This design comes from an exercise in tuning for small area on the open sky130 flow, not from production work.
The RTL was checked by simulation tests, not by an equivalence proof against the original design.
No driver is modelled on the clock port, so clock power and skew are understated where the tree is cut down; a real chip needs a root buffer or a tree.
Power figures rest on the tool's default switching activity, not on a simulated workload.

==> inputs of run P <==
Design top, start of the top module:
module top(clk, reset, sensor_N, sensor_E, sensor_S, sensor_W, ped_N, ped_E, ped_S, ped_W, emergency_N, emergency_E, emergency_S, emergency_W, green_N, yellow_N, red_N, green_E, yellow_E, red_E, green_S
, yellow_S, red_S, green_W, yellow_W, red_W);
Settings: LEC_CHECK=0, CAP_MARGIN=20, CORE_MARGIN=2, CORE_UTILIZATION=70, SLEW_MARGIN=20, SYNTH_HIERARCHICAL=1, SYNTH_MINIMUM_KEEP_SIZE=0; clock period 6.0 ns.
standard.sh (not shown) runs the stock make flow with config.mk's settings and CLKGATE_MAP_FILE= SYNTH_SCRIPT=/design/flow/synth_recipe.tcl, a recipe that flattens the netlist after the stock synthesis.
==> flow/flow/run.sh <==
#!/bin/bash
# Standard ORFS layout, with two changes: the port buffers are the smallest
# buffer (buf_1), and after CTS the clock tree is replaced by 4 clkbuf_4 cells,
# each driving a group of nearby flip-flops (flow/cts_post.tcl).
set -euo pipefail
bash standard.sh \
  BUFFER_PORTS_ARGS="-buffer_cell sky130_fd_sc_hd__buf_1" \
  CTS_ARGS="-sink_clustering_enable -repair_clock_nets -dont_use_dummy_load" \
  POST_CTS_TCL="$PWD/flow/cts_post.tcl" CLK_BUF_CELL=clkbuf_4 CLK_BUF_N=4 \
  finish > standard.log 2>&1
==> flow/flow/cts_post.tcl <==
# After CTS: replace the clock tree by CLK_BUF_N buffers of type CLK_BUF_CELL,
# each driven by the clock port and driving one group of flip-flops (groups
# made by splitting the flip-flops in halves, alternately by x and by y), each
# buffer placed at the centre of its group.
set cell $::env(CLK_BUF_CELL)
set nbuf $::env(CLK_BUF_N)
set block [ord::get_db_block]
set db [ord::get_db]
set clk_net [$block findNet clk]
set sinks {}
set old_insts {}
set old_nets {}
set todo [list $clk_net]
while { [llength $todo] > 0 } {
  set n [lindex $todo 0]
  set todo [lrange $todo 1 end]
  foreach it [$n getITerms] {
    if { ![$it isInputSignal] } { continue }
    set inst [$it getInst]
    set m [[$inst getMaster] getName]
    if { [regexp {__(clkbuf|clkinv|bufinv|clkdlybuf|buf)_} $m] } {
      lappend old_insts $inst
      foreach ot [$inst getITerms] {
        if { [$ot isOutputSignal] && [$ot getNet] ne "NULL" } {
          lappend old_nets [$ot getNet]
          lappend todo [$ot getNet]
        }
      }
    } else {
      if { ![string match "sky130_fd_sc_hd__df*" $m] } {
        error "cts_post: unexpected clock sink [$inst getName] ($m)"
      }
      lappend sinks $it
    }
  }
}
puts "cts_post: [llength $sinks] clock sinks, [llength $old_insts] tree cells removed"
proc centre { it } {
  set bb [[$it getInst] getBBox]
  return [list [expr {([$bb xMin] + [$bb xMax]) / 2}] [expr {([$bb yMin] + [$bb yMax]) / 2}]]
}
proc split_groups { items n axis } {
  if { $n <= 1 } { return [list $items] }
  set keyed {}
  foreach it $items { lappend keyed [list [lindex [centre $it] $axis] $it] }
  set sorted {}
  foreach k [lsort -integer -index 0 $keyed] { lappend sorted [lindex $k 1] }
  set h [expr {[llength $sorted] / 2}]
  set na [expr {$n / 2}]
  return [concat [split_groups [lrange $sorted 0 [expr {$h - 1}]] $na [expr {1 - $axis}]] \
                 [split_groups [lrange $sorted $h end] [expr {$n - $na}] [expr {1 - $axis}]]]
}
set die [$block getDieArea]
set axis [expr {([$die dx] >= [$die dy]) ? 0 : 1}]
set groups [split_groups $sinks $nbuf $axis]
foreach it $sinks { $it disconnect }
foreach inst $old_insts { odb::dbInst_destroy $inst }
foreach n $old_nets { odb::dbNet_destroy $n }
set master [$db findMaster sky130_fd_sc_hd__$cell]
set i 0
foreach g $groups {
  set sx 0; set sy 0
  foreach it $g { lassign [centre $it] x y; set sx [expr {$sx + $x}]; set sy [expr {$sy + $y}] }
  set buf [odb::dbInst_create $block $master clkbuf_leaf_$i]
  set leaf [odb::dbNet_create $block clknet_leaf_$i]
  $leaf setSigType CLOCK
  [$buf findITerm A] connect $clk_net
  [$buf findITerm X] connect $leaf
  foreach it $g { $it connect $leaf }
  $buf setLocation [expr {$sx / [llength $g]}] [expr {$sy / [llength $g]}]
  $buf setPlacementStatus PLACED
  puts "cts_post: clkbuf_leaf_$i drives [llength $g] flip-flops"
  incr i
}
detailed_placement
check_placement -verbose
estimate_parasitics -placement
report_checks -path_delay min_max -format end
report_check_types -max_slew -max_capacitance
==> run H: changes against run P <==
==> flow/flow/run.sh (replaced) <==
#!/bin/bash
# Standard ORFS layout, with two changes: the port buffers are the smallest
# buffer (buf_1), and CTS adds no dummy loads.
set -euo pipefail
bash standard.sh \
  BUFFER_PORTS_ARGS="-buffer_cell sky130_fd_sc_hd__buf_1" \
  CTS_ARGS="-sink_clustering_enable -repair_clock_nets -dont_use_dummy_load" \
  finish > standard.log 2>&1
- CORE_UTILIZATION: 70 -> 40
removed: flow/flow/cts_post.tcl
==> run D: changes against run P <==
==> flow/run.sh (new file) <==
#!/bin/bash
# synth_recipe.tcl (not shown) runs the flow's synth.tcl, then flattens the netlist and writes it again
# the make line also repeats each setting of config.mk as NAME=value (left out here)
make -C /OpenROAD-flow-scripts/flow DESIGN_CONFIG=/design/flow/config.mk WORK_HOME=/design/flow/orfs CLKGATE_MAP_FILE= SYNTH_SCRIPT=/design/flow/synth_recipe.tcl finish
- CORE_UTILIZATION: 70 -> 40
removed: flow/flow/run.sh
removed: flow/flow/cts_post.tcl
removed: flow/standard.sh
==> out/metrics.csv <==
stage,metric,value,unit
floorplan,start_util,42.3,%
power,p_per_area,506,nW/um2
status,outcome,"complete, no violations",
global_route,met2_usage,22.3,%
floorplan,core_area,4060,um2
drt,dr_wl_met2,1.46,mm
timing,relSlewSlack,55.3,%
[end of results for run H]
==> out/metrics.csv <==
stage,metric,value,unit
status,outcome,"complete, no violations",
timing,relSlewSlack,58.7,%
floorplan,start_util,75.4,%
floorplan,core_area,2280,um2
global_route,met2_usage,49.0,%
[end of results for run P]
==> out/metrics.csv <==
stage,metric,value,unit
status,outcome,"complete, no violations",
floorplan,core_area,4060,um2
power,p_per_area,520,nW/um2
floorplan,start_util,42.3,%
timing,relSlewSlack,57.7,%
[end of results for run D]
The clock cells of run P come from the design's own scripts or RTL, not from TritonCTS.

[re-timing with driven ports]
How much do the figures lean on ideal ports? The routed layouts below were timed once more, with nothing changed but the port constraints. Step 1 sets driving cells, clkbuf_16 on the clock port and buf_2 on the other inputs (assumed; they add their load-dependent delay and slew). Step 2 also shifts input and output timing later by t, the mid clock arrival at the registers, as if the neighbouring blocks saw the same clock. Slacks: ideal ports / drivers / drivers and shift; pairs: ideal ports / drivers.
| run | t (ns) | setup WS [ns] | latest minus earliest clock arrival (ns) | worst data-port slew with drivers (ns) | cell pins on the clock port's net |
|---|---|---|---|---|---|
| run P | 0.202 | 2.511 / 2.530 / 2.328 | 0.008 / 0.009 | 0.03 | 4 |
| run H | 0.304 | 2.762 / 2.764 / 2.460 | 0.016 / 0.016 | 0.04 | 1 |
| run D | 0.315 | 2.311 / 2.312 / 1.998 | 0.007 / 0.007 | 0.04 | 1 |
After both steps every run listed still meets setup and hold. For run D, which loses most, drivers alone change the setup slack by +0.001 ns; drivers and shift together by -0.313 ns.
